What follows belongs to an exercise in optimizing a design on an open flow for small area; a production flow would make more cautious choices. Only simulation tests tie the RTL to the original design; equivalence was not proved. The clock input has no modelled driver; a real chip could not lean on it and would need a root buffer or a full tree. Power and IR drop assume default switching activity.

==> flow/design.v (excerpt) <==
module manchester_top(
  input  wire       clk,
  input  wire       rst,
  input  wire       tx_en,
  input  wire [7:0] tx_data,
  input  wire [7:0] tx_div,
  output wire       line,
  output wire [7:0] rx_data,
  output wire [2:0] rx_state
);
For scale: roughly 280 cells after synthesis, roughly 71 flip-flops, ~31 I/O pins, roughly 2700 um^2 of cells after synthesis.
==> module Man_encoder, before the edit <==
module Man_encoder(
  input  wire       clk,
  input  wire       rst,
  input  wire       en,
  input  wire [7:0] data_in,
  input  wire [7:0] div,
  output reg        line
);
  localparam [4:0] S_R  = 5'd9;     
  localparam [4:0] S_T1 = 5'd12;    
  reg [4:0] s;
  reg [7:0] cnt;
  reg [7:0] data;
  wire cnt_z = (cnt == 8'd0);
  wire [7:0] cnt_dec = cnt - 8'd1;
  wire [4:0] s_inc = s + 5'd1;
  wire half   = s[4] | (s[3] & s[2]);           
  wire low    = ~s[4] & ~s[3];                  
  wire mid    = ~half & s[3];                   
  wire st_r   = mid & ~s[1];
  wire st_t21 = low & ~s[0];
  wire st_i1  = low & s[0];
  wire load   = ~half & ~(s[3] & s[1] & s[0]);
  wire step   = half & cnt_z;
  wire adv    = (mid & (~s[1] | s[0] | en)) | st_t21 | step;
  wire bitv   = s[4] & data[~s[3:1]];
  always @(posedge clk) begin
    if (rst)
      s <= S_R;
    else if (adv)
      s <= s_inc;
    else if (st_i1 && en && cnt_z)
      s <= S_T1;
    if (!cnt_z && !st_r && !st_t21)
      cnt <= cnt_dec;
    else
      cnt <= ({8{half}} & div) | (st_t21 ? 8'd12 : 8'd0);
    if (load)
      data <= data_in;
    if (st_r)
      line <= 1'b0;
    else if (step)
      line <= bitv ^ s[0];
  end
endmodule
==> module Man_decoder, before the edit <==
module Man_decoder(
  input  wire       clk,
  input  wire       rst,
  input  wire       line,
  output reg  [7:0] data_out,
  output wire [2:0] state_out
);
  localparam [2:0] RESET          = 3'b001;
  localparam [2:0] IDLE_HIGH      = 3'b010;
  localparam [2:0] IDLE_LOW       = 3'b100;
  localparam [2:0] CLOCKSYNC_HIGH = 3'b011;
  localparam [2:0] CLOCKSYNC_LOW  = 3'b101;
  localparam [2:0] MASK           = 3'b110;
  localparam [2:0] READ           = 3'b000;
  reg [2:0]  state;
  reg [2:0]  next_state;
  localparam [15:0] RF = 16'h5555;
  localparam [15:0] RM = 16'hAAAA;
  reg [15:0] f_q;           
  reg [15:0] m_q;           
  wire [15:0] f = f_q ^ RF;         
  wire [15:0] mask_cnt = m_q ^ RM;  
  reg [3:0]  decoded_cnt;   
  reg        read_one_bit;
  reg        last_line;
  function [15:0] lfsr_fwd(input [15:0] x);
    lfsr_fwd = {x[14:0], ~(x[15] ^ x[8])};
  endfunction
  function [15:0] lfsr_bwd(input [15:0] x);
    lfsr_bwd = {~(x[0] ^ x[9]), x[15:1]};
  endfunction
  wire end_of_convert = decoded_cnt[3];
  wire [3:0] dc_inc = decoded_cnt + 4'd1;
  wire [1:0] c_lo = decoded_cnt[1:0];
  wire mask_z = (mask_cnt == 16'd0) || (read_one_bit && mask_cnt == 16'd1);
  wire in_mask = state[2] & state[1];
  wire st_sync = state[0] & (state[1] ^ state[2]);    
  wire st_idle = ~state[0] & (state[1] ^ state[2]);   
  wire st_read = ~|state;
  wire sync_end = state[2] && line;    
  wire edge_seen = !read_one_bit && last_line != line;
  always @(*) begin
    case (state)
      RESET:          next_state = IDLE_HIGH;    
      IDLE_HIGH:      next_state = line ? IDLE_HIGH : IDLE_LOW;
      IDLE_LOW:       next_state = line ? CLOCKSYNC_HIGH : IDLE_LOW;
      CLOCKSYNC_HIGH: next_state = line ? CLOCKSYNC_HIGH : CLOCKSYNC_LOW;
      CLOCKSYNC_LOW:  next_state = line ? MASK : CLOCKSYNC_LOW;
      READ:           next_state = end_of_convert ? (line ? IDLE_HIGH : IDLE_LOW)
                                 : read_one_bit ? MASK : READ;
      default:        next_state = mask_z ? READ : MASK;      
    endcase
  end
  always @(posedge clk) begin
    if (rst)
      state <= RESET;
    else
      state <= next_state;
    if (in_mask)
      m_q <= lfsr_bwd(mask_cnt) ^ RM;
    else
      m_q <= f ^ RM;
    if (state[0])
      data_out <= 8'd0;
    else if (st_read && edge_seen)
      data_out <= {data_out[6:0], ~line};
    if (st_idle) begin
      f_q <= RF;
      decoded_cnt <= 4'd0;
    end else if (st_sync) begin
      decoded_cnt <= sync_end ? 4'd0 : {2'b00, dc_inc[1:0]};
      if (c_lo != 2'd0 && !(sync_end && c_lo == 2'd2)) f_q <= lfsr_fwd(f) ^ RF;
    end else if (st_read && edge_seen)
      decoded_cnt <= dc_inc;
    if (st_sync)
      read_one_bit <= (c_lo == 2'd3);
    else if (in_mask)
      read_one_bit <= read_one_bit && !mask_z;
    else
      read_one_bit <= edge_seen;
    last_line <= line;
  end
  assign state_out = ~state;
endmodule
export LEC_CHECK = 0
export CAP_MARGIN = 20
export CORE_MARGIN = 2
export CORE_UTILIZATION = 65
export PLACE_DENSITY = 0.85
export SLEW_MARGIN = 20
create_clock -name core_clock -period 10.0 [get_ports {clk}]
standard.sh (not shown) runs the stock make flow with config.mk's settings and CLKGATE_MAP_FILE= SYNTH_SCRIPT=/design/flow/synth_recipe.tcl, a recipe that flattens the netlist after the stock synthesis.
==> flow/flow/run.sh <==
#!/bin/bash
# Own layout flow: the standard flow (standard.sh) with these changes:
#  - synthesis is the standard synthesis script, but its final ABC mapping
#    is tried with each of the area-oriented scripts flow/abc*.script and
#    the one with the smallest cell area is kept (flow/abc_best.tcl);
#    registers are untouched (ABC only maps combinational logic);
#  - the port buffers are sky130_fd_sc_hd__buf_1;
#  - clock tree synthesis options from flow/cts_args.txt, if present;
#  - after CTS, flow/clock_tree.tcl (ORFS's POST_CTS_TCL hook) replaces the
#    clock tree with a flat one: one root buffer and 8 leaf buffers.
# Each make run's output goes to a log file of its own here; ORFS's per-step
# logs are under orfs/logs/.
set -euo pipefail
here=$(pwd)
{
  echo "set ::abc_scripts [list $(ls $here/flow/abc*.script | tr '\n' ' ')]"
  echo "source $here/flow/abc_best.tcl"
  cat synth_recipe.tcl
} > my_synth.tcl
sed -e "s#SYNTH_SCRIPT=[^ ]*synth_recipe.tcl#SYNTH_SCRIPT=$here/my_synth.tcl#" standard.sh > my_standard.sh
grep -q "SYNTH_SCRIPT=$here/my_synth.tcl" my_standard.sh
export BUFFER_PORTS_ARGS="-buffer_cell sky130_fd_sc_hd__buf_1"
if [[ -f flow/cts_args.txt ]]; then
  export CTS_ARGS="$(cat flow/cts_args.txt)"
fi
export POST_CTS_TCL=$here/flow/clock_tree.tcl
bash my_standard.sh synth > synth.log 2>&1
bash my_standard.sh > layout.log 2>&1
Other scripts of this flow, unchanged in this note and not shown: flow/flow/abc1.script, flow/flow/abc2.script, flow/flow/abc3.script, flow/flow/abc4.script, flow/flow/abc5.script, flow/flow/abc6.script, flow/flow/abc_best.tcl, flow/flow/clock_tree.tcl, flow/flow/cts_args.txt
Edit:
--- a/flow/design.v
+++ b/flow/design.v
@@ -21,5 +21,5 @@
   wire st_t21 = low & ~s[0];
   wire st_i1  = low & s[0];
-  wire load   = ~half & ~(s[3] & s[1] & s[0]);
+  wire idle   = (mid & s[1] & ~s[0]) | st_i1;   
   wire step   = half & cnt_z;
   wire adv    = (mid & (~s[1] | s[0] | en)) | st_t21 | step;
@@ -36,5 +36,5 @@
     else
       cnt <= ({8{half}} & div) | (st_t21 ? 8'd12 : 8'd0);
-    if (load)
+    if (idle)
       data <= data_in;
     if (st_r)
@@ -83,9 +83,9 @@
   wire st_idle = ~state[0] & (state[1] ^ state[2]);   
   wire st_read = ~|state;
-  wire sync_end = state[2] && line;    
+  wire sync_end = (state == CLOCKSYNC_LOW) && line;
   wire edge_seen = !read_one_bit && last_line != line;
   always @(*) begin
     case (state)
-      RESET:          next_state = IDLE_HIGH;    
+      RESET:          next_state = rst ? RESET : IDLE_HIGH;
       IDLE_HIGH:      next_state = line ? IDLE_HIGH : IDLE_LOW;
       IDLE_LOW:       next_state = line ? CLOCKSYNC_HIGH : IDLE_LOW;
Final cell count rose by 4.1%.
Sequential share of layout area falls by 0.83 points.
Core utilization goes up by 0.66 points.
Cell area rose by 1.6%.
Wire length came out lower by 2.4%.
Total power drops by 2.4%.
Combinational power went down by about 3%.
Synthesized cell count rose by 4.7%.
No run of this note takes its clock network from TritonCTS; it comes from the design's own scripts or RTL.

[static timing again, ports no longer ideal]
No port has a modelled driver above. Below, the same layouts with a new extraction and two added sets of constraints. Step 1 (the two cells are an assumption about what drives the block):
set clk [get_ports {clk}]
set_driving_cell -lib_cell sky130_fd_sc_hd__clkbuf_16 $clk
set_driving_cell -lib_cell sky130_fd_sc_hd__buf_2 [delete_from_list [all_inputs] $clk]
Step 2, shift: input delay + t, output delay - t, t = (earliest + latest rising clock arrival at the registers) / 2. This alone moves slack from input paths to output paths. Slacks: ideal ports / drivers / drivers and shift; pairs: ideal ports / drivers.
| run | t, ns | slack for setup (ns) | hold slack, ns | worst slew at a driven data input, ns |
|---|---|---|---|---|
| the first run | 0.444 | 6.685 / 6.659 / 6.695 | 0.426 / 0.426 / 0.426 | 0.03 |
| the second run | 0.443 | 6.622 / 6.596 / 6.727 | 0.431 / 0.431 / 0.431 | 0.03 |
After both steps every run listed still meets setup and hold.
